This design comes from an exercise in tuning for small area on the open sky130 flow, not from production work.
At most, simulation tests tie the RTL to the original design; equivalence was not proved.
Function not checked in runs 1 and 2: the RTL went through the layout flow alone.
Power and IR drop assume default switching activity.

`flow/constraint.sdc`:
```
create_clock -name core_clock -period 12.0 [get_ports {clock}]
set_input_delay 2.4000 -clock core_clock [delete_from_list [all_inputs] [get_ports {clock}]]
set_output_delay 2.4000 -clock core_clock [all_outputs]
set_load 0.01 [all_outputs]
```
`flow/design.v`:
```
module Dec7(
	input  logic [2:0] a,
	input  logic en,
	output logic [6:0] y
	);
always_comb
	for (int k = 0; k < 7; k = k + 1)
		y[k] = en && a == k;
endmodule
module Dec7n(
	input  logic [2:0] a,
	output logic [6:0] y
	);
always_comb
	for (int k = 0; k < 7; k = k + 1)
		y[k] = a == k;
endmodule
module RegFile(
	input  logic clock,
	input  logic [15:0] wdata,
	input  logic [2:0] waddr,
	input  logic write,
	input  logic [2:0] raddr_a,
	output logic [15:0] rdata_a,
	input  logic [2:0] raddr_b0,    
	input  logic [2:0] raddr_b1,    
	input  logic sel_b1,
	input  logic en_b,
	output logic [15:0] rdata_b
	);
logic [6:0][15:0] x;
logic [1:0][6:0] we, sa, sb;
logic [2:0] raddr_b;
assign raddr_b = sel_b1 ? raddr_b1 : raddr_b0;
genvar h, k;
generate for (h = 0; h < 2; h = h + 1) begin : half
	Dec7 wdec(.a(waddr), .en(write), .y(we[h]));
	Dec7n adec(.a(raddr_a), .y(sa[h]));
	Dec7 bdec(.a(raddr_b), .en(en_b), .y(sb[h]));
	for (k = 0; k < 7; k = k + 1) begin : regs
		always_ff @(posedge clock)
			if (we[h][k]) x[k][8*h +: 8] <= wdata[8*h +: 8];
	end
	logic [55:0] ta, tb;    
	for (k = 0; k < 7; k = k + 1) begin : terms
		assign ta[8*k +: 8] = x[k][8*h +: 8] & {8{sa[h][k]}};
		assign tb[8*k +: 8] = x[k][8*h +: 8] & {8{sb[h][k]}};
	end
	assign rdata_a[8*h +: 8] = ta[7:0] | ta[15:8] | ta[23:16] | ta[31:24] |
	                           ta[39:32] | ta[47:40] | ta[55:48];
	assign rdata_b[8*h +: 8] = tb[7:0] | tb[15:8] | tb[23:16] | tb[31:24] |
	                           tb[39:32] | tb[47:40] | tb[55:48];
end endgenerate
endmodule
module ALU(
	input  logic [15:0] a,
	input  logic [15:0] b,
	input  logic sub,
	output logic [15:0] sum
	);
logic [15:0] bx;
logic [16:0] c;      
logic [15:0] s0;     
logic [15:0] p;      
logic c6, c11;       
assign bx = b ^ {16{sub}};
genvar i;
generate for (i = 0; i < 16; i = i + 1) begin : add
	logic ci;
	if (i == 0)                 assign ci = sub;
	else if (i == 6 || i == 11) assign ci = 1'b0;
	else                        assign ci = c[i];
	assign s0[i] = a[i] ^ bx[i] ^ ci;
	assign c[i+1] = (a[i] & bx[i]) | (a[i] & ci) | (bx[i] & ci);
	if (i == 6 || i == 11) assign p[i] = 1'b1;
	else if (i > 6)        assign p[i] = p[i-1] & s0[i-1];
	else                   assign p[i] = 1'b0;
end endgenerate
assign c6  = c[6];
assign c11 = c[11] | (c6 & p[10] & s0[10]);
assign sum[5:0]   = s0[5:0];
assign sum[10:6]  = s0[10:6]  ^ (p[10:6]  & {5{c6}});
assign sum[15:11] = s0[15:11] ^ (p[15:11] & {5{c11}});
endmodule
module Control(
	input  logic [3:0] opcode,
	output logic is_ld,      
	output logic is_st,      
	output logic is_b,       
	output logic is_cbz,     
	output logic regwrite,   
	output logic ld_data,    
	output logic is_andi,    
	output logic sub,        
	output logic useimm,     
	output logic b_en,       
	output logic b_rt,       
	output logic b_keep      
	);
always_comb begin
	is_ld    = opcode == 4'd5;
	is_st    = opcode == 4'd6;
	is_b     = opcode == 4'd4;
	is_cbz   = opcode == 4'd7;
	regwrite = opcode == 4'd0 || opcode == 4'd1 || opcode == 4'd5 ||
	           opcode == 4'd8 || opcode == 4'd9 || opcode == 4'd10;
	ld_data  = opcode[2];
	is_andi  = opcode[3] & opcode[0];
	sub      = opcode[3] ? opcode[1] : (opcode[0] & ~opcode[2]);
	useimm   = opcode[3] ? ~opcode[0] : opcode[2];
	b_en     = ~opcode[3] & ~(opcode[2] & opcode[0]);
	b_rt     = opcode[1];
	b_keep   = ~opcode[2];
end
endmodule
module PCLogic(
	input  logic clock,
	input  logic reset,
	input  logic taken,
	input  logic [14:0] simm,
	output logic [14:0] pc
	);
logic [14:0] inc;
logic [14:0] nxt;
logic [15:0] c;
assign inc = taken ? simm : 15'd1;
assign c[0] = 1'b0;
genvar i;
generate for (i = 0; i < 15; i = i + 1) begin : add
	assign nxt[i] = pc[i] ^ inc[i] ^ c[i];
	assign c[i+1] = (pc[i] & inc[i]) | (pc[i] & c[i]) | (inc[i] & c[i]);
end endgenerate
always_ff @(posedge clock)
	if (reset) pc <= 15'd0;
	else       pc <= nxt;
endmodule
module LEGLiteSingle(
	iaddr,		 
	daddr,		 
	dwrite,		 
	dread,		 
	dwdata,		 
	alu_out,	 
	clock,
	idata,		 
	ddata,		 
	reset,
	probe
	);
output [15:0] iaddr;
output [15:0] daddr;
output dwrite;
output dread;
output [15:0] dwdata;
output [15:0] alu_out;
input clock;
input [15:0] idata;
input [15:0] ddata;
input reset;
output [15:0] probe;
wire [15:0] simm = {{10{idata[11]}}, idata[11:6]};
assign probe = simm;
wire is_ld, is_st, is_b, is_cbz, regwrite, ld_data, is_andi, sub, useimm, b_en, b_rt, b_keep;
Control ctrl(
	.opcode(idata[15:12]),
	.is_ld(is_ld), .is_st(is_st), .is_b(is_b), .is_cbz(is_cbz),
	.regwrite(regwrite), .ld_data(ld_data), .is_andi(is_andi), .sub(sub),
	.useimm(useimm), .b_en(b_en), .b_rt(b_rt), .b_keep(b_keep)
	);
assign dread = is_ld;
assign dwrite = is_st;
wire [15:0] rda, rdb, wd;
RegFile rf(
	.clock(clock),
	.wdata(wd), .waddr(idata[2:0]), .write(regwrite),
	.raddr_a(idata[5:3]), .rdata_a(rda),
	.raddr_b0(idata[11:9]), .raddr_b1(idata[2:0]), .sel_b1(b_rt), .en_b(b_en), .rdata_b(rdb)
	);
assign dwdata = rdb;
wire [15:0] amask = simm | {16{~is_andi}};
wire [15:0] opa = rda & amask;
wire [15:0] simmg = simm & {16{useimm}};
wire [15:0] opb = (rdb & {16{b_keep}}) | simmg;
wire [15:0] sum;
ALU alu(.a(opa), .b(opb), .sub(sub), .sum(sum));
assign daddr = sum;
assign alu_out = sum;
assign wd = ld_data ? ddata : sum;
wire zero = ~|opa;    
wire taken = is_b | (is_cbz & zero);
wire [14:0] pc;
PCLogic pcl(.clock(clock), .reset(reset), .taken(taken), .simm(simm[14:0]), .pc(pc));
assign iaddr = {pc, 1'b0};
endmodule
```
`flow/flow/run.sh`:
```
#!/bin/bash
# Layout flow: the standard layout (standard.sh), except that synthesis maps
# the combinational logic with an area-oriented ABC script (flow/abc.script)
# and keeps the decoder modules Dec7 and Dec7n apart, so that their two copies per
# port stay.
# Registers, their names and cell types are as in the standard synthesis.
set -euo pipefail
W=$(pwd)
F=$(cd "$(dirname "${BASH_SOURCE[0]}")" && pwd)

# ORFS's synth.tcl with the ABC script replaced
sed '/synth_preamble.tcl/a lset abc_args 1 '"$F"'/abc.script' \
    "$FLOW_HOME/scripts/synth.tcl" > "$W/area_synth.tcl"
grep -q "lset abc_args 1" "$W/area_synth.tcl"
# The standard flow's synthesis wrapper, sourcing the copy above
sed 's#source \$::env(SCRIPTS_DIR)/synth.tcl#source '"$W"'/area_synth.tcl#' \
    "$W/synth_recipe.tcl" > "$W/area_synth_recipe.tcl"
grep -q "area_synth.tcl" "$W/area_synth_recipe.tcl"
# standard.sh with that synthesis script
sed -E 's#SYNTH_SCRIPT=[^ ]+#SYNTH_SCRIPT='"$W"'/area_synth_recipe.tcl#' \
    "$W/standard.sh" > "$W/area_standard.sh"
grep -q "area_synth_recipe.tcl" "$W/area_standard.sh"

# port buffers: the smallest buffer; no dummy clock-tree loads
export BUFFER_PORTS_ARGS="-buffer_cell sky130_fd_sc_hd__buf_1"
export CTS_ARGS="-sink_clustering_enable -repair_clock_nets -dont_use_dummy_load -sink_clustering_size 8 -buf_list {sky130_fd_sc_hd__clkbuf_4} -root_buf sky130_fd_sc_hd__clkbuf_8"
# repair with small buffers (and upsizing) rather than 6x-16x buffers:
# the platform's don't-use cells plus the large buffers
DU=$(make -s -C "$FLOW_HOME" DESIGN_CONFIG="$W/config.mk" WORK_HOME="$W/orfs" print-DONT_USE_CELLS | sed -n 's/^DONT_USE_CELLS: //p')
[ -n "$DU" ]
DU="$DU sky130_fd_sc_hd__buf_6 sky130_fd_sc_hd__buf_8 sky130_fd_sc_hd__buf_12 sky130_fd_sc_hd__buf_16"
bash "$W/area_standard.sh" "DONT_USE_CELLS=$DU" "SYNTH_KEEP_MODULES=Dec7 Dec7n" finish > "$W/make_finish.log" 2>&1 || { tail -50 "$W/make_finish.log"; exit 1; }
tail -5 "$W/make_finish.log"
```
`flow/standard.sh`:
```
#!/bin/bash
# synth_recipe.tcl (not shown) runs the flow's synth.tcl, then flattens the netlist and writes it again
# the make line also repeats each setting of config.mk as NAME=value (left out here)
make -C /OpenROAD-flow-scripts/flow DESIGN_CONFIG=/design/flow/config.mk WORK_HOME=/design/flow/orfs CLKGATE_MAP_FILE= SYNTH_SCRIPT=/design/flow/synth_recipe.tcl "${@:-finish}"
```
`flow/flow/abc.script`:
```
strash
&get -n
&fraig -x
&put
scorr
dc2
strash
&get -n
&dch -f
&nf -p -a -R 1000
&put
```
`flow/config.mk`:
```
export PLATFORM = sky130hd
export DESIGN_NAME = LEGLiteSingle
export DESIGN_NICKNAME = LEGLiteSingle
export VERILOG_FILES = /design/flow/design.v
export SDC_FILE = /design/flow/constraint.sdc
export NUM_CORES = 4
export LEC_CHECK = 0
export CAP_MARGIN = 0
export CORE_MARGIN = 2
export CORE_UTILIZATION = 50
export GPL_TIMING_DRIVEN = 0
export SLEW_MARGIN = 0
```
==> results of run 1 <==
-- how the worst min path moves through the flow --
stage	slack (ps)	endpoint	cells after the start
after detailed placement	600	pcl.pc[0]	2
after global routing	640	pcl.pc[0]	2
after global placement	580	pcl.pc[0]	2
after CTS	620	pcl.pc[0]	2
after floorplan	630	pcl.pc[0]	2
final	620	pcl.pc[0]	2
-- worst reg2reg max path: cells and delay by family, from the launching register on --
family	cells	cell delay, ps
fa+ha+maj	14	5320
compound gates	3	1100
simple gates	4	1010
flops	1	430
xor+xnor	2	340
-- sequential cells by signal, summed over array words and instances, names as in the netlist --
name / cells
rf.x: 112
pcl.pc: 15
-- power by group through the flow --
stage / combinational, W / sequential (W) / clock (W)
detailed placement: 0.000336 / 0.000540 / 0
CTS: 0.000337 / 0.000530 / 0.000204
finish: 0.000338 / 0.000530 / 0.000199
global placement: 0.000330 / 0.000539 / 0
global route: 0.000369 / 0.000532 / 0.000222
floorplan: 0.000221 / 0.000539 / 0
-- Yosys stat by module (local to each module, per instance) --
module	cells	area (sq um)	flip-flops and latches
LEGLiteSingle	461	6400	127
Dec7	12	55.1	0
Dec7n	8	52.6	0
-- cell families after synthesis --
| logic type | share of synthesized area (%) |
|---|---|
| buffers and inverters | 4.08 |
| adders and majority gates | 8.56 |
| and+or+nand+nor | 12.0 |
| muxes | 1.49 |
| xor gates and xnor gates | 3.78 |
| DFF | 54.5 |
| other | 0.0558 |
| AOI/OAI and AO/OA | 15.5 |
-- layer usage --
| layer | track usage [%] | routed length [microns] | part of all wire, % | vias to the layer above |
|---|---|---|---|---|
| met3 | 7.84 | 2400 | 12 | 46 |
| met5 | 0 | 0 | 0 | - |
| met1 | 40.0 | 8200 | 40 | 2635 |
| met2 | 43.3 | 9220 | 45 | 390 |
| met4 | 10.4 | 492 | 2.4 | 0 |
| li1 | - | - | - | 2330 |
-- cell usage in the layout, fill, tap and decap left out, types with 2 or more instances in the layout --
master	netlist	layout
buf_1	0	112
edfxtp_1	112	112
a22oi_1	52	52
nand2_1	45	45
a222oi_1	41	41
buf_4	33	35
fa_1	25	25
nor2_1	25	22
nand3_1	21	21
nor2b_1	22	21
xor2_1	17	17
clkbuf_4	0	16
nand2b_1	15	15
dfxtp_1	15	15
a31oi_1	12	12
xnor2_1	12	12
a22o_1	11	11
o21ai_0	10	9
mux2_1	8	8
nor3b_1	8	8
clkinv_1	7	7
ha_1	6	6
nor3_2	0	5
nor3_1	10	4
and3b_1	4	4
nand4_1	3	3
nor2_2	0	3
or2_0	2	2
nor4_1	2	2
clkbuf_2	0	2
-- synth_stat cells (all sizes together) (15+ instances only) --
| master | instances | area (sq um) |
|---|---|---|
| a22oi | 52 | 390 |
| nor2b | 22 | 138 |
| nand3 | 21 | 105 |
| nand2b | 15 | 93.8 |
| dfxtp | 15 | 300 |
| nor2 | 25 | 93.8 |
| a222oi | 41 | 410 |
| buf | 33 | 248 |
| fa | 25 | 500 |
| edfxtp | 112 | 3360 |
| nand2 | 45 | 169 |
| xor2 | 17 | 149 |
-- stage by stage --
step	worst slack (ps)	total power, W
after floorplan	1230	0.000760
after global placement	-580	0.000869
after CTS	360	0.00107
after detailed placement	-12.9	0.000876
after global routing	144	0.00112
final	533	0.00107
-- area by class of cell --
type | count | area share, %
Inverter | 7 | 0.347
Buffer | 33 | 3.27
Sequential cell | 127 | 48.4
Multi-Input combinational cell | 358 | 37.4
Timing Repair Buffer | 116 | 5.88
Tap cell | 176 | 2.91
Clock buffer | 17 | 1.77
==> flow_summary.ini, run 1 <==
[floorplan]
dieArea_sq_um = 14400
initial_core_util_pct = 51.0
pin_count = 116
num_rows = 42
core_sq_um = 13200
die_x_microns = 120
die_h_microns = 120

[timing]
fin_crit_ps = 11470
max_freq_mhz = 87.2
period_share_pct = 95.6
finalSetupViolations = 0
grt_setup_unrepaired = false
relSlewSlack_pct = -7.14
skew_ps = 42.1
drv_slew = 10
timing.hold.ws_ps = 620
worst_pin_slew_ps = 1600
final_hold_viol_count = 0
setup_tns_ps = 0

[drt]
initialDrtViolationCount = 1032
route.detailed.drc = 0
viasPerCell = 6.48
final_antenna_net_count = 0
routed_wl_microns = 20300
firstDrtPassIters = 9
post_drt_wl_per_cell_microns = 24.4
vias = 5401

[status]
outcome = failed layout checks
violatedChecks = max-capacitance violations, max-slew violations

[setup_path]
crit_buf_inv = 4
path_cells = buf_1 -> mux2_1 -> nand2b_1 -> nor2_1 -> a222oi_1 -> nand3_1 -> a22o_1 -> mux2i_1 -> fa_1 -> fa_1 -> fa_1 -> fa_1 -> fa_1 -> clkinv_1 -> nand4_1 -> nor2b_1 -> ha_1 -> or2_0 -> nand4_1 -> nor2b_1 -> xnor2_1 -> xnor2_1 -> buf_4 -> buf_1
worstPathArrival_ps = 9070
critical_path.top_delay_family = adder cells
r2r-start = rf.x[10]
crit_path_start_kind = primary input
crit_top_cell = fa_1
worstSetupPathType = primary input to output port
crit_path_max_incr_delay_ps = 720
cp_slowest_cell = nor2_1
worstSetupEndpointType = output port
crit_fanout = 10
crit_end = daddr[15]
r2r_setup_slack_ps = 3640
r2r_end = pcl.pc[14]
critPathLaunch = idata[13]
rr_worst_depth = 23
cp_num_cells = 24
worstPathRequired_ps = 9600

[global_routing]
antenna_found_initial = 0
grt_max_degree = 26
grt_pass1_wl_microns = 30100
grt_pass1_vias = 5118
grt-ovfl-total = 0
grt_usage_pct = 28.7

[clock_tree]
cts_setup_buffers = 0
hold_buffers = 0
cts_buffers = 17
htreeDepth = 4
worstSkewPairLatency_ps = 410
cts_tree = built
cts_sinks = 127
clockRootBuffer = clkbuf_8
cts_resized = 2
cts_max_path_buffers = 2
clk_pin_slew_worst_paths_ps = 80

[final_layout]
drive_gt1_share_pct = 9.88
fin_area_sq_um = 7570
final_nets = 725
stdcell_count = 834
area_delta_synth_final_pct = 12.6
multi_input_area_sq_um = 2830
postLayoutCoreUtil_pct = 57.4
final-seq-area_sq_um = 3660
n_antenna_cell = 0
nFillCells = 1129

[power_and_ir_drop]
p_sw_w = 0.000345
pwr-share-clk_pct = 18.7
internal_power_w = 0.000722
p_leak_nw = 2.59
power_density_nw_per_um2 = 141
peakVddDrop_uv = 80.7
power_frac_seq_pct = 49.7
swShare_pct = 32.3
combPwrFrac_pct = 31.6

[hold_path]
min-delay-start = pcl.pc[0]
hp-class = register to register

[yosys]
ys_async_sr_fraction_pct = 0
synth_warnings = 5
syn_area_sq_um = 6720
ys_ff_latch = 127
syn_avg_cell_area_sq_um = 12.8
synth-seq-area-share_pct = 54.5
ys.flop_type = edfxtp_1
synthCells = 525
synth_edf_count = 112
synth.distinct_cells = 32

[placed_design]
gp_congestion = 0.859
dp_cells = 817
io_buffers = 114
place_area_sq_um = 7410
dp_hpwl_microns = 13900

[flow_run]
cap_violations = 4
==> run 2, diff against run 1 <==
--- a/flow/flow/run.sh
+++ b/flow/flow/run.sh
@@ -4,6 +4,8 @@
 # and keeps the decoder modules Dec7 and Dec7n apart, so that their two copies per
 # port stay.
 # Registers, their names and cell types are as in the standard synthesis.
+# The floorplan removes the buffers synthesis put on pass-through wires
+# (REMOVE_ABC_BUFFERS); placement then buffers every port as usual.
 set -euo pipefail
 W=$(pwd)
 F=$(cd "$(dirname "${BASH_SOURCE[0]}")" && pwd)
@@ -29,5 +31,5 @@
 DU=$(make -s -C "$FLOW_HOME" DESIGN_CONFIG="$W/config.mk" WORK_HOME="$W/orfs" print-DONT_USE_CELLS | sed -n 's/^DONT_USE_CELLS: //p')
 [ -n "$DU" ]
 DU="$DU sky130_fd_sc_hd__buf_6 sky130_fd_sc_hd__buf_8 sky130_fd_sc_hd__buf_12 sky130_fd_sc_hd__buf_16"
-bash "$W/area_standard.sh" "DONT_USE_CELLS=$DU" "SYNTH_KEEP_MODULES=Dec7 Dec7n" finish > "$W/make_finish.log" 2>&1 || { tail -50 "$W/make_finish.log"; exit 1; }
+bash "$W/area_standard.sh" "DONT_USE_CELLS=$DU" "SYNTH_KEEP_MODULES=Dec7 Dec7n" REMOVE_ABC_BUFFERS=1 finish > "$W/make_finish.log" 2>&1 || { tail -50 "$W/make_finish.log"; exit 1; }
 tail -5 "$W/make_finish.log"
--- a/flow/config.mk
+++ b/flow/config.mk
@@ -5,8 +5,8 @@
 export SDC_FILE = /design/flow/constraint.sdc
 export NUM_CORES = 4
 export LEC_CHECK = 0
-export CAP_MARGIN = 0
+export CAP_MARGIN = 10
 export CORE_MARGIN = 2
 export CORE_UTILIZATION = 50
 export GPL_TIMING_DRIVEN = 0
-export SLEW_MARGIN = 0
+export SLEW_MARGIN = 10
==> flow_summary.ini, run 2 <==
[drt]
route.detailed.drc = 0
initialDrtViolationCount = 1144
vias = 5225
final_antenna_net_count = 0
firstDrtPassIters = 8
viasPerCell = 6.52
routed_wl_microns = 19900
post_drt_wl_per_cell_microns = 24.9

[timing]
period_share_pct = 95.4
grt_setup_unrepaired = false
fin_crit_ps = 11450
relSlewSlack_pct = 21.5
final_hold_viol_count = 0
finalSetupViolations = 0
drv_slew = 0
timing.hold.ws_ps = 608
max_freq_mhz = 87.4
worst_pin_slew_ps = 1170
skew_ps = 48.5

[yosys]
synth_warnings = 5
synth_top_area_cell = edfxtp_1
syn_area_sq_um = 6720
yosysMostFrequentCell = edfxtp_1
synth_top_area_share_pct = 50.0
synth-seq-area-share_pct = 54.5
ys_async_sr_fraction_pct = 0
synth.distinct_cells = 32
ys.flop_type = edfxtp_1
syn_avg_cell_area_sq_um = 12.8
ys_ff_latch = 127
synthCells = 525
synth_edf_count = 112
netlist_top_cells_count = 112 x edfxtp_1, 52 x a22oi_1, 45 x nand2_1
yosys-top-cells-area = edfxtp_1 50%, fa_1 7.4%, a222oi_1 6.1%, a22oi_1 5.8%, dfxtp_1 4.5%

[setup_path]
r2r_end = pcl.pc[14]
path_cells = buf_1 -> mux2_1 -> nand2b_1 -> nor2_1 -> a222oi_1 -> nand3_1 -> a22o_1 -> mux2i_1 -> fa_1 -> fa_1 -> fa_1 -> fa_1 -> fa_1 -> clkinv_1 -> nand4_1 -> nor2b_1 -> ha_1 -> or2_0 -> nand4_1 -> nor2b_1 -> xnor2_1 -> xnor2_1 -> buf_1
worstPathArrival_ps = 9050
worstSetupPathType = primary input to output port
crit_path_start_kind = primary input
r2r_setup_slack_ps = 3780
crit_top_cell = fa_1
worstPathRequired_ps = 9600
rr_worst_depth = 23
crit_path_max_incr_delay_ps = 730
cp_slowest_cell = nor2_1
worstSetupEndpointType = output port
r2r-start = rf.x[16]
crit_fanout = 10

[global_routing]
grt_pass1_wl_microns = 29800
antenna_found_initial = 0
grt-ovfl-total = 0
grt_max_degree = 26
grt_usage_pct = 28.5
grt_pass1_vias = 5095

[final_layout]
top_register = rf.x
final_nets = 692
drive_gt1_share_pct = 6.24
n_antenna_cell = 0
area_delta_synth_final_pct = 9.49
stdcell_count = 801
largest_registers = rf.x x112, pcl.pc x15
layout_common_cells = 112 x buf_1, 112 x edfxtp_1, 52 x a22oi_1
largest_reg_flops = 112

[hold_path]
whs_path_depth = 2
min-delay-start = pcl.pc[0]
whs_endpoint = pcl.pc[0]
hp-class = register to register

[floorplan]
core_sq_um = 13200
num_rows = 42
dieArea_sq_um = 14400
die_h_microns = 120
die_x_microns = 120
pin_count = 116
initial_core_util_pct = 51.0

[placed_design]
io_buffers = 114
dp_hpwl_microns = 13400
gp_congestion = 0.897
dp_cells = 784

[clock_tree]
hold_buffers = 0
cts_buffers = 17
cts_sinks = 127
cts_setup_buffers = 0
worstSkewPairLatency_ps = 440
clk_pin_slew_worst_paths_ps = 90
cts_tree = built
cts_max_path_buffers = 2
clockRootBuffer = clkbuf_8
htreeDepth = 4
cts_resized = 0

[power_and_ir_drop]
peakVddDrop_uv = 62.9
p_leak_nw = 2.44
power_density_nw_per_um2 = 139

[flow_run]
cap_violations = 0

[status]
outcome = complete, no violations
[run 2: cell counts after synthesis]
No cell type changed its count.
[run 2: where the power goes]
part	internal [W]	switching, W
clock network	0.0000692	0.000128
registers	0.000522	0.00000804
logic	0.0000961	0.000198
total	0.000688	0.000334
[run 2: worst max-delay path, delay by kind of cell]
kind,cells,cell delay [ps]
adder cells (fa/ha/maj),6,2530
AND/OR/NAND/NOR,8,2110
AO/OA/AOI/OAI,2,400
buffers and inverters,3,580
XOR/XNOR,2,360
multiplexers,2,650
[run 2: cell type report]
class,count,area (sq um)
Fill cell,1122,5830
Sequential cell,127,3660
Multi-Input combinational cell,358,2870
Timing Repair Buffer,116,445
Tap cell,176,220
Clock buffer,17,134
Inverter,7,26.3
[run 2: metrics by stage]
stage / cell area, sq um / util (%) / worst slack, ps / total power [W] / TNS [ps]
4_1_cts: 7320 / 55.5 / 49.8 / 0.00102 / 0
6_report: 7360 / 55.8 / 554 / 0.00102 / 0
3_3_place_gp: 7120 / 54.0 / -633 / 0.000824 / -3760
2_1_floorplan: 6470 / - / 1300 / 0.000717 / 0
5_1_grt: 7360 / 55.8 / 311 / 0.00107 / 0
3_5_place_dp: 7190 / 54.5 / 86.7 / 0.000832 / 0
[run 2: worst max path at each step]
stage / start / endpoint / slack (ps) / cells past startpoint
after CTS: idata[11] / daddr[15] / 50 / 23
after detailed placement: idata[11] / daddr[15] / 90 / 23
after floorplan: idata[15] / alu_out[15] / 1300 / 17
final: idata[13] / daddr[15] / 550 / 23
after global placement: idata[14] / daddr[15] / -630 / 18
after global routing: idata[11] / alu_out[15] / 310 / 23
[run 2: logic make-up after synthesis]
group / share of synthesized area, %
compound gates: 15.5
simple gates: 12.0
buf+inv: 4.08
flops: 54.5
mux: 1.49
xor+xnor: 3.78
fa+ha+maj: 8.56
other cells: 0.0558
[run 2: per-module statistics from Yosys, one instance, submodules excluded]
module | area (sq um) | flops+latches
Dec7 | 55.1 | 0
LEGLiteSingle | 6400 | 127
Dec7n | 52.6 | 0
[run 2: layer usage]
layer  part of all wire, %  global-route usage (%)  wire length (microns)  up-vias
met5                     0                   0.368                      0        -
li1                      -                       -                      -     2266
met2                    46                    42.3                   9080      381
met3                    12                    9.27                   2450       45
met4                   2.2                    10.4                    436        0
met1                    40                    39.2                   7980     2533
==> run 3, diff against run 2 <==
--- a/flow/design.v
+++ b/flow/design.v
@@ -1,19 +1,24 @@
-module Dec7(
+module Sel7(
+	input  logic [3:0] pn,
+	input  logic [1:0] qn,
+	output logic [6:0] y
+	);
+always_comb
+	for (int k = 0; k < 7; k = k + 1)
+		y[k] = !(pn[k % 4] || qn[k / 4]);
+endmodule
+module Pre7(
 	input  logic [2:0] a,
 	input  logic en,
-	output logic [6:0] y
-	);
-always_comb
-	for (int k = 0; k < 7; k = k + 1)
-		y[k] = en && a == k;
-endmodule
-module Dec7n(
-	input  logic [2:0] a,
-	output logic [6:0] y
-	);
-always_comb
-	for (int k = 0; k < 7; k = k + 1)
-		y[k] = a == k;
+	output logic [3:0] pn,
+	output logic [1:0] qn
+	);
+always_comb begin
+	for (int j = 0; j < 4; j = j + 1)
+		pn[j] = a[1:0] != j;
+	qn[0] = !(en && !a[2]);
+	qn[1] = !(en && a[2]);
+end
 endmodule
 module RegFile(
 	input  logic clock,
@@ -32,11 +37,16 @@
 logic [1:0][6:0] we, sa, sb;
 logic [2:0] raddr_b;
 assign raddr_b = sel_b1 ? raddr_b1 : raddr_b0;
+logic [3:0] wpn, apn, bpn;
+logic [1:0] wqn, aqn, bqn;
+Pre7 wpre(.a(waddr), .en(write), .pn(wpn), .qn(wqn));
+Pre7 apre(.a(raddr_a), .en(1'b1), .pn(apn), .qn(aqn));
+Pre7 bpre(.a(raddr_b), .en(en_b), .pn(bpn), .qn(bqn));
 genvar h, k;
 generate for (h = 0; h < 2; h = h + 1) begin : half
-	Dec7 wdec(.a(waddr), .en(write), .y(we[h]));
-	Dec7n adec(.a(raddr_a), .y(sa[h]));
-	Dec7 bdec(.a(raddr_b), .en(en_b), .y(sb[h]));
+	Sel7 wdec(.pn(wpn), .qn(wqn), .y(we[h]));
+	Sel7 adec(.pn(apn), .qn(aqn), .y(sa[h]));
+	Sel7 bdec(.pn(bpn), .qn(bqn), .y(sb[h]));
 	for (k = 0; k < 7; k = k + 1) begin : regs
 		always_ff @(posedge clock)
 			if (we[h][k]) x[k][8*h +: 8] <= wdata[8*h +: 8];
--- a/flow/flow/run.sh
+++ b/flow/flow/run.sh
@@ -1,7 +1,7 @@
 #!/bin/bash
 # Layout flow: the standard layout (standard.sh), except that synthesis maps
 # the combinational logic with an area-oriented ABC script (flow/abc.script)
-# and keeps the decoder modules Dec7 and Dec7n apart, so that their two copies per
+# and keeps the decoder stage Sel7 apart, so that its two copies per
 # port stay.
 # Registers, their names and cell types are as in the standard synthesis.
 # The floorplan removes the buffers synthesis put on pass-through wires
@@ -31,5 +31,5 @@
 DU=$(make -s -C "$FLOW_HOME" DESIGN_CONFIG="$W/config.mk" WORK_HOME="$W/orfs" print-DONT_USE_CELLS | sed -n 's/^DONT_USE_CELLS: //p')
 [ -n "$DU" ]
 DU="$DU sky130_fd_sc_hd__buf_6 sky130_fd_sc_hd__buf_8 sky130_fd_sc_hd__buf_12 sky130_fd_sc_hd__buf_16"
-bash "$W/area_standard.sh" "DONT_USE_CELLS=$DU" "SYNTH_KEEP_MODULES=Dec7 Dec7n" REMOVE_ABC_BUFFERS=1 finish > "$W/make_finish.log" 2>&1 || { tail -50 "$W/make_finish.log"; exit 1; }
+bash "$W/area_standard.sh" "DONT_USE_CELLS=$DU" "SYNTH_KEEP_MODULES=Sel7" REMOVE_ABC_BUFFERS=1 finish > "$W/make_finish.log" 2>&1 || { tail -50 "$W/make_finish.log"; exit 1; }
 tail -5 "$W/make_finish.log"
==> flow_summary.ini, run 3 <==
[status]
outcome = complete, no violations

[floorplan]
pin_count = 116
die_h_microns = 119
num_rows = 42
core_sq_um = 13100
initial_core_util_pct = 50.8
dieArea_sq_um = 14200
die_x_microns = 119

[timing]
finalSetupViolations = 0
grt_setup_unrepaired = false
relSlewSlack_pct = 17.2
final_hold_viol_count = 0
timing.hold.ws_ps = 618
skew_ps = 24.3
period_share_pct = 97.7
fin_crit_ps = 11730
max_freq_mhz = 85.3
drv_slew = 0
worst_pin_slew_ps = 1240

[yosys]
synth_edf_count = 112
synthCells = 520
netlist_top_cells_count = 112 x edfxtp_1, 46 x a222oi_1, 46 x nor2_1
yosysMostFrequentCell = edfxtp_1
syn_area_sq_um = 6640
yosys-top-cells-area = edfxtp_1 51%, fa_1 7.5%, a222oi_1 6.9%, a22oi_1 5.0%, dfxtp_1 4.5%
synth.distinct_cells = 29
ys_ff_latch = 127
synth_top_area_share_pct = 50.6
synth_top_area_cell = edfxtp_1
syn_avg_cell_area_sq_um = 12.8
ys.flop_type = edfxtp_1
ys_async_sr_fraction_pct = 0
synth-seq-area-share_pct = 55.2
synth_warnings = 5

[placed_design]
place_area_sq_um = 7050
dp_hpwl_microns = 13500
gp_congestion = 0.867
io_buffers = 114

[clock_tree]
hold_buffers = 0
cts_max_path_buffers = 2
cts_setup_buffers = 0
cts_buffers = 17
clockRootBuffer = clkbuf_8
cts_sinks = 127
htreeDepth = 4
worstSkewPairLatency_ps = 430
cts_tree = built
clk_pin_slew_worst_paths_ps = 90
cts_resized = 0

[global_routing]
grt_pass1_wl_microns = 30300
grt_usage_pct = 29.2
grt_max_degree = 26
grt-ovfl-total = 0
grt_pass1_vias = 5140
antenna_found_initial = 0

[setup_path]
crit_path_start_kind = primary input
rr_worst_depth = 24
crit_fanout = 25
worstPathRequired_ps = 9600
r2r-start = rf.x[41]
worstSetupPathType = primary input to output port
r2r_end = pcl.pc[14]
worstPathArrival_ps = 9330
r2r_setup_slack_ps = 3670
worstSetupEndpointType = output port

[power_and_ir_drop]
peakVddDrop_uv = 76.7
p_leak_nw = 2.40
power_density_nw_per_um2 = 142
p_total_w = 0.00102

[drt]
viasPerCell = 6.56
routed_wl_microns = 20300
route.detailed.drc = 0
final_antenna_net_count = 0
post_drt_wl_per_cell_microns = 25.5
vias = 5208
initialDrtViolationCount = 971
firstDrtPassIters = 7

[hold_path]
hp-class = register to register
whs_endpoint = pcl.pc[0]
min-delay-start = pcl.pc[0]
whs_path_depth = 2

[flow_run]
cap_violations = 0

[final_layout]
n_antenna_cell = 0
area_delta_synth_final_pct = 8.27
final_common_cell = buf_1
top_register = rf.x
largest_reg_flops = 112
layout_common_cells = 113 x buf_1, 112 x edfxtp_1, 46 x a222oi_1, 46 x nor2_1, 45 x nand2_1
largest_registers = rf.x x112, pcl.pc x15
fin_area_sq_um = 7190
final_nets = 685
drive_gt1_share_pct = 3.24
-- run 3: cell type report --
type / instances / area (sq um)
clock buffer: 17 / 134
fill: 1152 / 5890
inverter: 7 / 26.3
multi-input combinational: 353 / 2720
sequential: 127 / 3660
tap: 176 / 220
timing repair buffer: 114 / 429
-- run 3: cell families after synthesis --
kind of cell | share of synthesized area, %
AO/OA/AOI/OAI | 15.3
XOR/XNOR | 3.56
adder cells (fa/ha/maj) | 8.67
buffers and inverters | 4.13
flip-flops | 55.2
multiplexers | 2.13
other | 0.0565
AND/OR/NAND/NOR | 11.0
-- run 3: power breakdown --
group	internal (W)	switching (W)	leakage, nW
Clock	0.0000693	0.000135	0.0808
Combinational	0.0000941	0.000194	1.18
Sequential	0.000524	0.00000826	1.14
-- run 3: how the worst max path moves through the flow --
stage	start	endpoint	slack, ps	depth (start not counted)
after floorplan	idata[15]	alu_out[15]	1790	17
after global placement	idata[14]	daddr[15]	-670	18
after detailed placement	idata[11]	alu_out[15]	450	23
after CTS	idata[11]	alu_out[15]	410	23
after global routing	idata[11]	daddr[15]	40	23
final	idata[11]	daddr[15]	270	23
-- run 3: modules after synthesis, one instance, submodules excluded --
module         flip-flops and latches  times used
LEGLiteSingle                     127           1
Sel7                                0           6
-- run 3: per-layer routing --
| layer | global-route usage [%] | vias to the layer above | share of wire [%] |
|---|---|---|---|
| li1 | - | 2227 | - |
| met1 | 38.0 | 2556 | 39 |
| met2 | 47.2 | 366 | 49 |
| met3 | 5.80 | 59 | 8.9 |
| met4 | 13.6 | 0 | 3.6 |
| met5 | 0 | - | 0 |
-- run 3: critical path: stages --
cell	delay (ps)
buf_1	890
mux2i_1	200
nand2b_1	320
nor2_1	720
a222oi_1	250
nand3_1	190
a22o_1	220
mux2i_1	110
fa_1	440
fa_1	400
fa_1	400
fa_1	450
clkinv_1	90
fa_1	240
nand4_1	180
nor2b_1	260
ha_1	180
or2_0	190
nand4_1	280
nand2b_1	250
xnor2_1	140
xnor2_1	310
buf_1	190
-- run 3: per-stage QoR --
step / std cells / util (%) / worst slack [ps] / setup TNS, ps
finish: 794 / 55.0 / 274 / 0
global route: 794 / 55.0 / 38.2 / 0
global placement: 777 / 53.8 / -670 / -2640
detailed placement: 777 / 53.9 / 447 / 0
CTS: 794 / 54.9 / 411 / 0
floorplan: 487 / - / 1790 / 0
==> run 4, diff against run 3 <==
==> flow/flow/abc.script (replaced) <==
strash
&get -n
&fraig -x
&put
scorr
dc2
strash
&get -n
&dch -f
&nf -p -R 1000 -C 32
&put
==> flow_summary.ini, run 4 <==
[yosys]
synth_warnings = 5
synth_top_area_cell = edfxtp_1
synthCells = 518
yosysMostFrequentCell = edfxtp_1
synth_top_family_by_area = compound AO/OA/AOI/OAI gates
yosys-top-cells-area = edfxtp_1 51%, fa_1 7.6%, a222oi_1 7.0%, a22oi_1 5.0%, dfxtp_1 4.5%
synth-compound-area-share_pct = 15.3
synth.distinct_cells = 29
synthAdderAreaFrac_pct = 8.69
syn_area_sq_um = 6620
ys.flop_type = edfxtp_1
synth_xor_area_share_pct = 3.31
synth_top_area_share_pct = 50.8
synthMuxAreaShare_pct = 2.13
synth-seq-area-share_pct = 55.3
netlist_top_cells_count = 112 x edfxtp_1, 47 x nor2_1, 46 x a222oi_1
syn_avg_cell_area_sq_um = 12.8
ys_async_sr_fraction_pct = 0
yosys.area_share.simple_pct = 11.1
ys_ff_latch = 127
synth_edf_count = 112

[clock_tree]
cts_resized = 0
clockRootBuffer = clkbuf_8
htreeDepth = 4
worstSkewPairLatency_ps = 420
cts_max_path_buffers = 2
cts_sinks = 127
cts_setup_buffers = 0
clk_pin_slew_worst_paths_ps = 70
cts_tree = built
cts_buffers = 17
hold_buffers = 0

[final_layout]
stdcell_count = 793
top_register = rf.x
largest_reg_flops = 112
layout_common_cells = 112 x buf_1, 112 x edfxtp_1, 47 x nor2_1
fin_area_sq_um = 7170
final_nets = 684
area_delta_synth_final_pct = 8.31
drive_gt1_share_pct = 3.57
largest_registers = rf.x x112, pcl.pc x15
n_antenna_cell = 0

[power_and_ir_drop]
p_leak_nw = 2.40
p_sw_w = 0.000329
power_density_nw_per_um2 = 141
pwr-share-clk_pct = 19.7
peakVddDrop_uv = 73.4
swShare_pct = 32.5
internal_power_w = 0.000685
combPwrFrac_pct = 27.9
power_frac_seq_pct = 52.4

[drt]
routed_wl_microns = 19900
initialDrtViolationCount = 858
route.detailed.drc = 0
firstDrtPassIters = 10
viasPerCell = 6.62
final_antenna_net_count = 0
vias = 5253
post_drt_wl_per_cell_microns = 25.1

[timing]
drv_slew = 0
grt_setup_unrepaired = false
fin_crit_ps = 11290
relSlewSlack_pct = 23.8
period_share_pct = 94.1
finalSetupViolations = 0
worst_pin_slew_ps = 1140
final_hold_viol_count = 0
max_freq_mhz = 88.5
skew_ps = 34.3

[floorplan]
core_sq_um = 13100
die_x_microns = 119
die_h_microns = 119
dieArea_sq_um = 14200
initial_core_util_pct = 50.6
pin_count = 116
num_rows = 42

[setup_path]
worstSetupEndpointType = output port
worstPathArrival_ps = 8890
crit_fanout = 25
crit_path_start_kind = primary input
worstPathRequired_ps = 9600
r2r_setup_slack_ps = 3500
path_cells = clkbuf_2 -> mux2i_1 -> nand2_1 -> nor2_1 -> a222oi_1 -> nand3_1 -> a22oi_1 -> xor2_1 -> fa_1 -> fa_1 -> fa_1 -> fa_1 -> clkinv_1 -> fa_1 -> nand4_1 -> nor2b_1 -> ha_1 -> or2_0 -> nand4_1 -> nand2b_1 -> xnor2_1 -> xnor2_1 -> buf_1
worstSetupPathType = primary input to output port
r2r-start = rf.x[40]
crit_path_max_incr_delay_ps = 790
crit_top_cell = fa_1
critPathLaunch = idata[11]
cp_slowest_cell = nor2_1

[global_routing]
grt_max_degree = 26
grt_pass1_vias = 5065
grt_pass1_wl_microns = 29400
grt_usage_pct = 28.5
antenna_found_initial = 0
grt-ovfl-total = 0

[flow_run]
cap_violations = 0

[placed_design]
dp_hpwl_microns = 13300
gp_congestion = 0.882
place_area_sq_um = 7040
io_buffers = 114
dp_cells = 776

[hold_path]
min-delay-start = pcl.pc[0]
hp-class = register to register

[status]
outcome = complete, no violations
==> run 4: changes by cell type in the layout (fill, tap and decap cells not counted) <==
cell | previous run | this run
o21ai_2 | 0 | 1
nand2_1 | 45 | 44
nor2_1 | 46 | 47
buf_4 | 0 | 1
buf_1 | 113 | 112
nor4b_1 | 1 | 0
xnor2_1 | 11 | 9
clkbuf_2 | 0 | 1
nand4b_1 | 0 | 1
o21ai_4 | 1 | 0
==> run 4: through the flow <==
| stage | util (%) | hold slack, ps | setup TNS, ps | total power (W) | setup WS (ps) |
|---|---|---|---|---|---|
| final | 54.8 | 621 | 0 | 0.00101 | 706 |
| after global routing | 54.8 | 643 | 0 | 0.00106 | 492 |
| after CTS | 54.8 | 622 | 0 | 0.00102 | 337 |
| after detailed placement | 53.8 | 604 | 0 | 0.000822 | 330 |
| after global placement | 53.7 | 573 | -1470 | 0.000818 | -543 |
| after floorplan | - | 629 | 0 | 0.000714 | 2000 |
==> run 4: cell type report <==
cell class,instances,area (sq um)
Fill cell,1143,5910
Sequential cell,127,3660
Multi-Input combinational cell,351,2690
Timing Repair Buffer,115,438
Tap cell,176,220
Clock buffer,17,134
Inverter,7,26.3
==> run 4: cell families after synthesis <==
kind of cell | count (synthesis)
and+or+nand+nor | 157
DFF | 127
AOI/OAI and AO/OA | 124
buffers and inverters | 40
adders and majority gates | 31
xor gates and xnor gates | 25
muxes | 13
other | 1
==> run 4: final timing paths <==
| check | to | depth (start not counted) |
|---|---|---|
| setup reg to reg | pcl.pc[14] | 24 |
| hold reg to reg | pcl.pc[0] | 2 |
| hold / removal | pcl.pc[0] | 2 |
| setup / recovery | daddr[15] | 23 |
==> run 4: worst max-delay path, delay by kind of cell <==
family | cells | cell delay [ps]
compound gates | 2 | 330
mux | 1 | 300
buf+inv | 3 | 650
fa+ha+maj | 6 | 2170
xor+xnor | 3 | 700
simple gates | 8 | 2330
==> run 4: power groups by stage <==
| stage | clock network (W) | registers [W] | logic [W] |
|---|---|---|---|
| 3_3_place_gp | 0 | 0.000541 | 0.000277 |
| 2_1_floorplan | 0 | 0.000540 | 0.000174 |
| 4_1_cts | 0.000203 | 0.000531 | 0.000282 |
| 5_1_grt | 0.000220 | 0.000533 | 0.000311 |
| 3_5_place_dp | 0 | 0.000541 | 0.000281 |
| 6_report | 0.000200 | 0.000531 | 0.000283 |
==> run 4: layer usage <==
layer | part of all wire (%) | up-vias | GRT usage [%]
li1 | - | 2227 | -
met5 | 0 | - | 0
met4 | 4.0 | 0 | 14.1
met2 | 48 | 402 | 46.2
met1 | 39 | 2555 | 36.7
met3 | 9.6 | 69 | 5.75
==> run 4: per-module statistics from Yosys (local to each module, per instance) <==
module,cells,flops+latches
Sel7,7,0
LEGLiteSingle,476,127
==> run 5, diff against run 4 <==
--- a/flow/flow/run.sh
+++ b/flow/flow/run.sh
@@ -25,7 +25,7 @@
 
 # port buffers: the smallest buffer; no dummy clock-tree loads
 export BUFFER_PORTS_ARGS="-buffer_cell sky130_fd_sc_hd__buf_1"
-export CTS_ARGS="-sink_clustering_enable -repair_clock_nets -dont_use_dummy_load -sink_clustering_size 8 -buf_list {sky130_fd_sc_hd__clkbuf_4} -root_buf sky130_fd_sc_hd__clkbuf_8"
+export CTS_ARGS="-sink_clustering_enable -repair_clock_nets -dont_use_dummy_load -sink_clustering_size 8 -buf_list {sky130_fd_sc_hd__clkbuf_4} -root_buf sky130_fd_sc_hd__clkbuf_4"
 # repair with small buffers (and upsizing) rather than 6x-16x buffers:
 # the platform's don't-use cells plus the large buffers
 DU=$(make -s -C "$FLOW_HOME" DESIGN_CONFIG="$W/config.mk" WORK_HOME="$W/orfs" print-DONT_USE_CELLS | sed -n 's/^DONT_USE_CELLS: //p')
==> flow_summary.ini, run 5 <==
[timing]
fin_crit_ps = 11270
relSlewSlack_pct = 24.2
drv_slew = 0
max_freq_mhz = 88.7
grt_setup_unrepaired = false
skew_ps = 36.7
period_share_pct = 93.9
final_hold_viol_count = 0
finalSetupViolations = 0
worst_pin_slew_ps = 1130

[setup_path]
worstPathArrival_ps = 8870
r2r_setup_slack_ps = 3510
crit_fanout = 25
crit_path_start_kind = primary input
worstSetupPathType = primary input to output port
worstPathRequired_ps = 9600
rr_worst_depth = 24
worstSetupEndpointType = output port
r2r_end = pcl.pc[14]
r2r-start = rf.x[40]

[clock_tree]
hold_buffers = 0
htreeDepth = 4
cts_tree = built
clockRootBuffer = clkbuf_4
cts_max_path_buffers = 2
cts_resized = 0
clk_pin_slew_worst_paths_ps = 80
cts_sinks = 127
worstSkewPairLatency_ps = 550
cts_buffers = 17
cts_setup_buffers = 0

[placed_design]
dp_cells = 776
gp_congestion = 0.882
io_buffers = 114
dp_hpwl_microns = 13300

[flow_run]
cap_violations = 0

[global_routing]
grt-ovfl-total = 0
grt_pass1_vias = 5055
grt_pass1_wl_microns = 29400
antenna_found_initial = 1
grt_max_degree = 26
grt_usage_pct = 28.5

[yosys]
yosysMostFrequentCell = edfxtp_1
synth_top_area_cell = edfxtp_1
synth_top_area_share_pct = 50.8
netlist_top_cells_count = 112 x edfxtp_1, 47 x nor2_1, 46 x a222oi_1
syn_area_sq_um = 6620
ys_async_sr_fraction_pct = 0
syn_avg_cell_area_sq_um = 12.8
synth_warnings = 5
ys.flop_type = edfxtp_1
synth-seq-area-share_pct = 55.3
ys_ff_latch = 127
synthCells = 518
synth.distinct_cells = 29
yosys-top-cells-area = edfxtp_1 51%, fa_1 7.6%, a222oi_1 7.0%, a22oi_1 5.0%, dfxtp_1 4.5%
synth_edf_count = 112

[power_and_ir_drop]
power_frac_seq_pct = 52.6
p_sw_w = 0.000331
internal_power_w = 0.000680
p_leak_nw = 2.40
pwr-share-clk_pct = 19.4
power_density_nw_per_um2 = 141
combPwrFrac_pct = 28.0
swShare_pct = 32.7
peakVddDrop_uv = 73.3

[floorplan]
initial_core_util_pct = 50.6
die_h_microns = 119
die_x_microns = 119
core_sq_um = 13100
num_rows = 42
pin_count = 116
dieArea_sq_um = 14200

[hold_path]
whs_endpoint = pcl.pc[0]
whs_path_depth = 2
hp-class = register to register
min-delay-start = pcl.pc[0]

[drt]
route.detailed.drc = 0
final_antenna_net_count = 0
post_drt_wl_per_cell_microns = 25.2
vias = 5263
routed_wl_microns = 20000
initialDrtViolationCount = 883
viasPerCell = 6.63
firstDrtPassIters = 8

[final_layout]
area_delta_synth_final_pct = 8.25
layout_common_cells = 112 x buf_1, 112 x edfxtp_1, 47 x nor2_1
largest_registers = rf.x x112, pcl.pc x15
stdcell_count = 794
drive_gt1_share_pct = 3.57
largest_reg_flops = 112
final_nets = 684
postLayoutCoreUtil_pct = 54.8
top_register = rf.x

[status]
outcome = complete, no violations
-- run 5: area by class of cell --
type                    count  area [sq um]
flip-flops and latches    127          3660
clock buffers              17           128
well taps                 176           220
fillers                  1142          5910
diodes                      1          2.50
repair buffers            115           438
multi-input cells         351          2690
inverters                   7          26.3
-- run 5: cell families after synthesis --
family	count (synthesis)	synth area share, %
simple gates	157	11.1
flops	127	55.3
compound gates	124	15.3
buf+inv	40	4.14
fa+ha+maj	31	8.69
xor+xnor	25	3.31
mux	13	2.13
other cells	1	0.0566
-- run 5: through the flow --
stage	hold slack [ps]	cell area (sq um)	setup TNS [ps]	total power, W	worst slack, ps
floorplan	629	6380	0	0.000714	2000
global placement	573	7020	-1470	0.000818	-543
detailed placement	604	7040	0	0.000822	330
CTS	623	7160	0	0.00101	337
global route	643	7170	0	0.00106	492
finish	619	7170	0	0.00101	727
-- run 5: critical path: stages --
cell	delay, ps
clkbuf_2	500
mux2i_1	170
nand2b_1	290
nor2_1	750
a222oi_1	210
nand3_1	160
a22o_1	200
mux2i_1	100
fa_1	460
fa_1	400
fa_1	450
fa_1	420
clkinv_1	70
fa_1	260
nand4_1	230
nor2b_1	240
ha_1	170
or2_0	210
nand4_1	230
nand2b_1	230
xnor2_1	140
xnor2_1	360
buf_1	190
-- run 5: routing by layer --
| metal | vias up | GRT usage (%) | part of all wire [%] |
|---|---|---|---|
| li1 | 2229 | - | - |
| met1 | 2555 | 36.6 | 38 |
| met2 | 413 | 46.2 | 48 |
| met3 | 66 | 6.47 | 11 |
| met4 | 0 | 12.8 | 3.5 |
| met5 | - | 0 | 0 |
-- run 5: worst max path at each step --
stage          startpoint  slack (ps)           to
2_1_floorplan   idata[15]        2000  alu_out[15]
4_1_cts         idata[11]         340  alu_out[15]
3_5_place_dp    idata[11]         330   pcl.pc[14]
6_report        idata[11]         730    daddr[15]
5_1_grt         idata[11]         490  alu_out[15]
3_3_place_gp    idata[14]        -540  alu_out[15]
-- run 5: power by group through the flow --
stage	clock network, W	logic [W]	registers (W)
after floorplan	0	0.000174	0.000540
after global placement	0	0.000277	0.000541
after detailed placement	0	0.000281	0.000541
after CTS	0.000199	0.000282	0.000531
after global routing	0.000215	0.000311	0.000533
final	0.000196	0.000284	0.000532
-- run 5: per-module statistics from Yosys, one instance, submodules excluded --
module | flip-flops and latches | cells | copies in the design
LEGLiteSingle | 127 | 476 | 1
Sel7 | 0 | 7 | 6
==> run 6, diff against run 5 <==
--- a/flow/flow/run.sh
+++ b/flow/flow/run.sh
@@ -25,7 +25,7 @@
 
 # port buffers: the smallest buffer; no dummy clock-tree loads
 export BUFFER_PORTS_ARGS="-buffer_cell sky130_fd_sc_hd__buf_1"
-export CTS_ARGS="-sink_clustering_enable -repair_clock_nets -dont_use_dummy_load -sink_clustering_size 8 -buf_list {sky130_fd_sc_hd__clkbuf_4} -root_buf sky130_fd_sc_hd__clkbuf_4"
+export CTS_ARGS="-sink_clustering_enable -repair_clock_nets -dont_use_dummy_load -sink_clustering_size 10 -buf_list {sky130_fd_sc_hd__clkbuf_4} -root_buf sky130_fd_sc_hd__clkbuf_4"
 # repair with small buffers (and upsizing) rather than 6x-16x buffers:
 # the platform's don't-use cells plus the large buffers
 DU=$(make -s -C "$FLOW_HOME" DESIGN_CONFIG="$W/config.mk" WORK_HOME="$W/orfs" print-DONT_USE_CELLS | sed -n 's/^DONT_USE_CELLS: //p')
==> flow_summary.ini, run 6 <==
[status]
outcome = complete, no violations

[floorplan]
initial_core_util_pct = 50.6
pin_count = 116
core_sq_um = 13100
num_rows = 42
die_x_microns = 119
die_h_microns = 119
dieArea_sq_um = 14200

[setup_path]
crit_top_cell = fa_1
critical_path.top_delay_family = simple AND/OR/NAND/NOR gates
crit_path_start_kind = primary input
worstPathRequired_ps = 9600
cp_slowest_cell = nor2_1
worstSetupPathType = primary input to output port
crit_path_max_incr_delay_ps = 750
crit_fanout = 25
worstPathArrival_ps = 8870
path_cells = clkbuf_2 -> mux2i_1 -> nand2b_1 -> nor2_1 -> a222oi_1 -> nand3_1 -> a22o_1 -> mux2i_1 -> fa_1 -> fa_1 -> fa_1 -> fa_1 -> clkinv_1 -> fa_1 -> nand4_1 -> nor2b_1 -> ha_1 -> or2_0 -> nand4_1 -> nand2b_1 -> xnor2_1 -> xnor2_1 -> buf_1
crit_buf_inv = 3
worstSetupEndpointType = output port

[timing]
setup_tns_ps = 0
skew_ps = 36.7
grt_setup_unrepaired = false
final_hold_viol_count = 0
relSlewSlack_pct = 24.2
fin_crit_ps = 11270
finalSetupViolations = 0
max_freq_mhz = 88.7
worst_pin_slew_ps = 1130
period_share_pct = 93.9
drv_slew = 0

[clock_tree]
cts_tree = built
clockRootBuffer = clkbuf_4
hold_buffers = 0
cts_sinks = 127
cts_max_path_buffers = 2
worstSkewPairLatency_ps = 550
clk_pin_slew_worst_paths_ps = 80
htreeDepth = 4
cts_resized = 0
cts_buffers = 17
cts_setup_buffers = 0

[yosys]
ys_async_sr_fraction_pct = 0
synth-seq-area-share_pct = 55.3
ys_ff_latch = 127
synthMuxAreaShare_pct = 2.13
synth_top_area_share_pct = 50.8
synth.distinct_cells = 29
ys.flop_type = edfxtp_1
netlist_top_cells_count = 112 x edfxtp_1, 47 x nor2_1, 46 x a222oi_1
synthAdderAreaFrac_pct = 8.69
synth_top_area_cell = edfxtp_1
synthCells = 518
synth_edf_count = 112
synth_warnings = 5
synth_top_family_by_area = compound AO/OA/AOI/OAI gates
syn_area_sq_um = 6620
synth-compound-area-share_pct = 15.3
syn_avg_cell_area_sq_um = 12.8
yosys.area_share.simple_pct = 11.1
yosys-top-cells-area = edfxtp_1 51%, fa_1 7.6%, a222oi_1 7.0%, a22oi_1 5.0%, dfxtp_1 4.5%
yosysMostFrequentCell = edfxtp_1
synth_xor_area_share_pct = 3.31

[global_routing]
antenna_found_initial = 1
grt_pass1_wl_microns = 29400
grt_max_degree = 26
grt-ovfl-total = 0
grt_usage_pct = 28.5
grt_pass1_vias = 5055

[flow_run]
cap_violations = 0

[final_layout]
multi_input_area_sq_um = 2690
fin_area_sq_um = 7170
largest_registers = rf.x x112, pcl.pc x15
area_delta_synth_final_pct = 8.25
final_nets = 684
drive_gt1_share_pct = 3.57
final-seq-area_sq_um = 3660
layout_common_cells = 112 x buf_1, 112 x edfxtp_1, 47 x nor2_1
top_register = rf.x
largest_reg_flops = 112
nFillCells = 1142

[drt]
final_antenna_net_count = 0
route.detailed.drc = 0
viasPerCell = 6.63
post_drt_wl_per_cell_microns = 25.2
firstDrtPassIters = 8
routed_wl_microns = 20000
initialDrtViolationCount = 883
vias = 5263

[placed_design]
io_buffers = 114
gp_congestion = 0.882
place_area_sq_um = 7040
dp_hpwl_microns = 13300

[hold_path]
hp-class = register to register

[power_and_ir_drop]
p_total_w = 0.00101
peakVddDrop_uv = 73.3
power_density_nw_per_um2 = 141
p_leak_nw = 2.40
==> run 6: cell counts in the layout (fill, tap and decap cells not counted) <==
Identical to the previous run, type by type.
==> run 6: worst paths after layout <==
| kind | startpoint | endpoint | slack, ps | cells past startpoint |
|---|---|---|---|---|
| setup / recovery | idata[11] | daddr[15] | 730 | 23 |
| hold / removal | pcl.pc[0] | pcl.pc[0] | 620 | 2 |
| setup reg to reg | rf.x[40] | pcl.pc[14] | 3510 | 24 |
| hold reg to reg | pcl.pc[0] | pcl.pc[0] | 620 | 2 |
==> run 6: stage by stage <==
stage | worst slack (ps) | cells | hold WS (ps) | util, %
6_report | 727 | 794 | 619 | 54.8
5_1_grt | 492 | 794 | 643 | 54.8
4_1_cts | 337 | 793 | 623 | 54.8
3_5_place_dp | 330 | 776 | 604 | 53.8
3_3_place_gp | -543 | 775 | 573 | 53.7
2_1_floorplan | 2000 | 485 | 629 | -
==> run 6: power breakdown <==
group          switching [W]  total, W  leakage (nW)  internal, W
registers         0.00000837  0.000532          1.14     0.000523
logic               0.000191  0.000284          1.18    0.0000925
clock network       0.000131  0.000196        0.0782    0.0000645
total               0.000331   0.00101          2.40     0.000680
==> run 6: worst reg2reg max path, stage by stage, from the launching register on <==
cell and delay [ps]:
edfxtp_1 440, a222oi_1 370, a31oi_1 220, nor4_1 570, nand4b_1 280, o31ai_1 280
nand3b_1 280, or2_0 290, ha_1 190, fa_1 390, fa_1 400, fa_1 390
fa_1 390, fa_1 390, fa_1 390, fa_1 390, fa_1 390, fa_1 390
fa_1 390, fa_1 400, fa_1 390, fa_1 390, xor2_1 190, xnor2_1 140
nor2_1 50
==> run 6: layout make-up <==
type                    count  share of cell area [%]
diodes                      1                  0.0349
clock buffers              17                    1.78
inverters                   7                   0.366
multi-input cells         351                    37.6
flip-flops and latches    127                    51.1
well taps                 176                    3.07
repair buffers            115                    6.11
==> run 6: metal layers <==
metal	up-vias	track usage [%]	wire length, microns
li1	2229	-	-
met1	2555	36.6	7640
met2	413	46.2	9530
met3	66	6.47	2130
met4	0	12.8	695
met5	-	0	0
==> run 6: cell families (layout without fill, tap and decap cells) <==
kind of cell,Yosys count,in the layout
and+or+nand+nor,157,157
DFF,127,127
AOI/OAI and AO/OA,124,124
buffers and inverters,40,139
adders and majority gates,31,31
xor gates and xnor gates,25,25
muxes,13,13
other,1,2
==> run 6: Yosys stat by module (local to each module, per instance) <==
| module | cells inside | flip-flops and latches | times used | cell area [sq um] |
|---|---|---|---|---|
| LEGLiteSingle | 476 | 127 | 1 | 6470 |
| Sel7 | 7 | 0 | 6 | 26.3 |
==> run 7, diff against run 6 <==
--- a/flow/design.v
+++ b/flow/design.v
@@ -30,7 +30,6 @@
 	input  logic [2:0] raddr_b0,    
 	input  logic [2:0] raddr_b1,    
 	input  logic sel_b1,
-	input  logic en_b,
 	output logic [15:0] rdata_b
 	);
 logic [6:0][15:0] x;
@@ -41,7 +40,7 @@
 logic [1:0] wqn, aqn, bqn;
 Pre7 wpre(.a(waddr), .en(write), .pn(wpn), .qn(wqn));
 Pre7 apre(.a(raddr_a), .en(1'b1), .pn(apn), .qn(aqn));
-Pre7 bpre(.a(raddr_b), .en(en_b), .pn(bpn), .qn(bqn));
+Pre7 bpre(.a(raddr_b), .en(1'b1), .pn(bpn), .qn(bqn));
 genvar h, k;
 generate for (h = 0; h < 2; h = h + 1) begin : half
 	Sel7 wdec(.pn(wpn), .qn(wqn), .y(we[h]));
@@ -103,7 +102,6 @@
 	output logic is_andi,    
 	output logic sub,        
 	output logic useimm,     
-	output logic b_en,       
 	output logic b_rt,       
 	output logic b_keep      
 	);
@@ -118,9 +116,8 @@
 	is_andi  = opcode[3] & opcode[0];
 	sub      = opcode[3] ? opcode[1] : (opcode[0] & ~opcode[2]);
 	useimm   = opcode[3] ? ~opcode[0] : opcode[2];
-	b_en     = ~opcode[3] & ~(opcode[2] & opcode[0]);
 	b_rt     = opcode[1];
-	b_keep   = ~opcode[2];
+	b_keep   = ~opcode[3] & ~opcode[2];
 end
 endmodule
 module PCLogic(
@@ -170,12 +167,12 @@
 output [15:0] probe;
 wire [15:0] simm = {{10{idata[11]}}, idata[11:6]};
 assign probe = simm;
-wire is_ld, is_st, is_b, is_cbz, regwrite, ld_data, is_andi, sub, useimm, b_en, b_rt, b_keep;
+wire is_ld, is_st, is_b, is_cbz, regwrite, ld_data, is_andi, sub, useimm, b_rt, b_keep;
 Control ctrl(
 	.opcode(idata[15:12]),
 	.is_ld(is_ld), .is_st(is_st), .is_b(is_b), .is_cbz(is_cbz),
 	.regwrite(regwrite), .ld_data(ld_data), .is_andi(is_andi), .sub(sub),
-	.useimm(useimm), .b_en(b_en), .b_rt(b_rt), .b_keep(b_keep)
+	.useimm(useimm), .b_rt(b_rt), .b_keep(b_keep)
 	);
 assign dread = is_ld;
 assign dwrite = is_st;
@@ -184,7 +181,7 @@
 	.clock(clock),
 	.wdata(wd), .waddr(idata[2:0]), .write(regwrite),
 	.raddr_a(idata[5:3]), .rdata_a(rda),
-	.raddr_b0(idata[11:9]), .raddr_b1(idata[2:0]), .sel_b1(b_rt), .en_b(b_en), .rdata_b(rdb)
+	.raddr_b0(idata[11:9]), .raddr_b1(idata[2:0]), .sel_b1(b_rt), .rdata_b(rdb)
 	);
 assign dwdata = rdb;
 wire [15:0] amask = simm | {16{~is_andi}};
--- a/flow/flow/run.sh
+++ b/flow/flow/run.sh
@@ -25,7 +25,7 @@
 
 # port buffers: the smallest buffer; no dummy clock-tree loads
 export BUFFER_PORTS_ARGS="-buffer_cell sky130_fd_sc_hd__buf_1"
-export CTS_ARGS="-sink_clustering_enable -repair_clock_nets -dont_use_dummy_load -sink_clustering_size 10 -buf_list {sky130_fd_sc_hd__clkbuf_4} -root_buf sky130_fd_sc_hd__clkbuf_4"
+export CTS_ARGS="-sink_clustering_enable -repair_clock_nets -dont_use_dummy_load -sink_clustering_size 8 -buf_list {sky130_fd_sc_hd__clkbuf_4} -root_buf sky130_fd_sc_hd__clkbuf_4"
 # repair with small buffers (and upsizing) rather than 6x-16x buffers:
 # the platform's don't-use cells plus the large buffers
 DU=$(make -s -C "$FLOW_HOME" DESIGN_CONFIG="$W/config.mk" WORK_HOME="$W/orfs" print-DONT_USE_CELLS | sed -n 's/^DONT_USE_CELLS: //p')
==> flow_summary.ini, run 7 <==
[status]
outcome = complete, no violations

[drt]
post_drt_wl_per_cell_microns = 25.0
viasPerCell = 6.50
routed_wl_microns = 19400
final_antenna_net_count = 0
initialDrtViolationCount = 767
firstDrtPassIters = 9
route.detailed.drc = 0
vias = 5047

[flow_run]
cap_violations = 0

[clock_tree]
cts_resized = 0
cts_tree = built
cts_buffers = 17
worstSkewPairLatency_ps = 540
cts_setup_buffers = 0
cts_max_path_buffers = 2
hold_buffers = 0
htreeDepth = 4
cts_sinks = 127
clockRootBuffer = clkbuf_4
clk_pin_slew_worst_paths_ps = 80

[setup_path]
cp_slowest_cell = nor2_1
path_cells = buf_1 -> mux2_1 -> clkinv_1 -> nor2_1 -> a222oi_1 -> nand3_1 -> a22o_1 -> mux2i_1 -> fa_1 -> fa_1 -> fa_1 -> fa_1 -> clkinv_1 -> fa_1 -> nand4_1 -> nor2b_1 -> ha_1 -> or2_0 -> nand4_1 -> nor2b_1 -> xnor2_1 -> xnor2_1 -> buf_1
cp_num_cells = 23
crit_path_start_kind = primary input
worstSetupEndpointType = output port
rr_worst_depth = 25
worstPathArrival_ps = 8730
crit_path_max_incr_delay_ps = 740
critical_path.top_delay_family = simple AND/OR/NAND/NOR gates
crit_fanout = 10
crit_buf_inv = 4
worstPathRequired_ps = 9600
crit_top_cell = fa_1
worstSetupPathType = primary input to output port

[global_routing]
grt_pass1_wl_microns = 29600
grt-ovfl-total = 0
grt_usage_pct = 28.5
grt_pass1_vias = 5056
antenna_found_initial = 0
grt_max_degree = 26

[final_layout]
layout_common_cells = 113 x buf_1, 112 x edfxtp_1, 48 x a22oi_1
area_delta_synth_final_pct = 8.14
postLayoutCoreUtil_pct = 56.0
final_common_cell = buf_1
final-seq-area_sq_um = 3660
largest_reg_flops = 112
n_antenna_cell = 0
multi_input_area_sq_um = 2650
largest_registers = rf.x x112, pcl.pc x15
nFillCells = 1165
top_register = rf.x
final_nets = 672
drive_gt1_share_pct = 3.47

[yosys]
ys_async_sr_fraction_pct = 0
netlist_top_cells_count = 112 x edfxtp_1, 48 x a22oi_1, 46 x nor2_1
synth-seq-area-share_pct = 55.6
syn_area_sq_um = 6590
ys.flop_type = edfxtp_1
synth_top_area_share_pct = 51.0
synth_top_area_cell = edfxtp_1
synth.distinct_cells = 32
yosysMostFrequentCell = edfxtp_1
syn_avg_cell_area_sq_um = 13.0
yosys-top-cells-area = edfxtp_1 51%, fa_1 7.6%, a222oi_1 6.5%, a22oi_1 5.5%, dfxtp_1 4.6%
synth_edf_count = 112
synth_warnings = 5
synthCells = 506
ys_ff_latch = 127

[timing]
period_share_pct = 92.7
grt_setup_unrepaired = false
finalSetupViolations = 0
final_hold_viol_count = 0
fin_crit_ps = 11130
setup_tns_ps = 0
skew_ps = 33.2
timing.hold.ws_ps = 600
max_freq_mhz = 89.9
worst_pin_slew_ps = 1180
drv_slew = 0
relSlewSlack_pct = 20.8

[floorplan]
die_x_microns = 119
initial_core_util_pct = 51.8
dieArea_sq_um = 14100
pin_count = 116
die_h_microns = 119
num_rows = 41
core_sq_um = 12700

[power_and_ir_drop]
peakVddDrop_uv = 88.4
p_leak_nw = 2.31
p_total_w = 0.00103
power_density_nw_per_um2 = 145

[placed_design]
io_buffers = 114
dp_hpwl_microns = 13300
gp_congestion = 0.876

[hold_path]
hp-class = register to register
whs_path_depth = 2
-- run 7: cell types whose count changed in the layout (fill, tap and decap cells not counted), sizes merged, moves of 2 or more --
cell / change
mux2: +6
a22o: -8
nand3b: -2
xor2: -12
a222oi: -3
a22oi: +4
clkinv: +2
xnor2: +11
nor3b: +2
a21oi: +12
nand2b: -3
nand2: -21
-- run 7: worst min-delay path: cells and delay by family, from the launching register on --
kind	cells	cell delay, ps
DFF	1	330
and+or+nand+nor	1	110
adders and majority gates	1	120
-- run 7: worst paths after layout --
kind / endpoint / from / slack, ps
setup / recovery: alu_out[15] / idata[13] / 870
hold / removal: pcl.pc[0] / pcl.pc[0] / 600
setup reg to reg: pcl.pc[14] / rf.x[9] / 3270
hold reg to reg: pcl.pc[0] / pcl.pc[0] / 600
-- run 7: per-module statistics from Yosys, one instance, submodules excluded --
module | cells inside | times used | cell area (sq um)
LEGLiteSingle | 464 | 1 | 6430
Sel7 | 7 | 6 | 26.3
-- run 7: metal layers --
metal	track usage (%)	vias up	part of all wire, %
met4	14.7	0	4.3
met1	36.9	2461	39
met2	44.9	326	48
met3	6.47	74	8.7
met5	0	-	0
li1	-	2186	-
-- run 7: logic make-up (layout without fill, tap and decap cells) --
group,count (synthesis),after routing,synth area share [%]
buffers and inverters,42,141,4.27
xor gates and xnor gates,24,24,3.19
AOI/OAI and AO/OA,129,129,15.3
other,1,1,0.0569
muxes,18,18,3.02
and+or+nand+nor,134,134,9.87
DFF,127,127,55.6
adders and majority gates,31,31,8.73
-- run 7: per-stage QoR --
stage / worst slack, ps / std cells / area, sq um
finish: 873 / 777 / 7130
global route: 322 / 777 / 7130
CTS: 905 / 777 / 7130
detailed placement: 296 / 760 / 7000
global placement: -42.6 / 759 / 6990
floorplan: 1940 / 473 / 6340
-- run 7: area by class of cell --
cell class	instances	area share [%]
inverter	9	0.474
tap	172	3.02
timing repair buffer	115	6.12
multi-input combinational	337	37.2
clock buffer	17	1.79
sequential	127	51.4
-- run 7: power breakdown --
part | switching, W | internal [W] | leakage (nW)
clock | 0.000128 | 0.0000645 | 0.0782
combinational | 0.000203 | 0.000101 | 1.09
sequential | 0.00000841 | 0.000527 | 1.14
total | 0.000340 | 0.000692 | 2.31

[re-timing with driven ports]
No port has a modelled driver above. Below, the same layouts with a new extraction and two added sets of constraints.
Step 1, drivers: a clkbuf_16 drives clock and a buf_2 each remaining input, both assumed.
Step 2, shift: input delay + t, output delay - t, t = (earliest + latest rising clock arrival at the registers) / 2. This alone moves slack from input paths to output paths.
Slacks: ideal ports / drivers / drivers and shift; pairs: ideal ports / drivers.
| run | t, ns | slack for setup (ns) | latest minus earliest clock arrival (ns) | worst register clock-pin slew, ns |
|---|---|---|---|---|
| run 1 | 0.432 | 0.533 / 0.487 / 0.483 | 0.043 / 0.042 | 0.11 / 0.11 |
| run 2 | 0.454 | 0.554 / 0.532 / 0.532 | 0.049 / 0.048 | 0.12 / 0.12 |
| run 3 | 0.455 | 0.274 / 0.244 / 0.244 | 0.024 / 0.024 | 0.10 / 0.10 |
| run 4 | 0.448 | 0.706 / 0.684 / 0.448 | 0.034 / 0.034 | 0.11 / 0.11 |
| run 5 | 0.567 | 0.727 / 0.704 / 0.460 | 0.037 / 0.037 | 0.11 / 0.11 |
| run 6 | 0.567 | 0.727 / 0.704 / 0.460 | 0.037 / 0.037 | 0.11 / 0.11 |
| run 7 | 0.554 | 0.873 / 0.848 / 0.325 | 0.033 / 0.033 | 0.11 / 0.11 |
For run 7, which loses most, drivers alone change the setup slack by -0.025 ns; drivers and shift together by -0.548 ns.
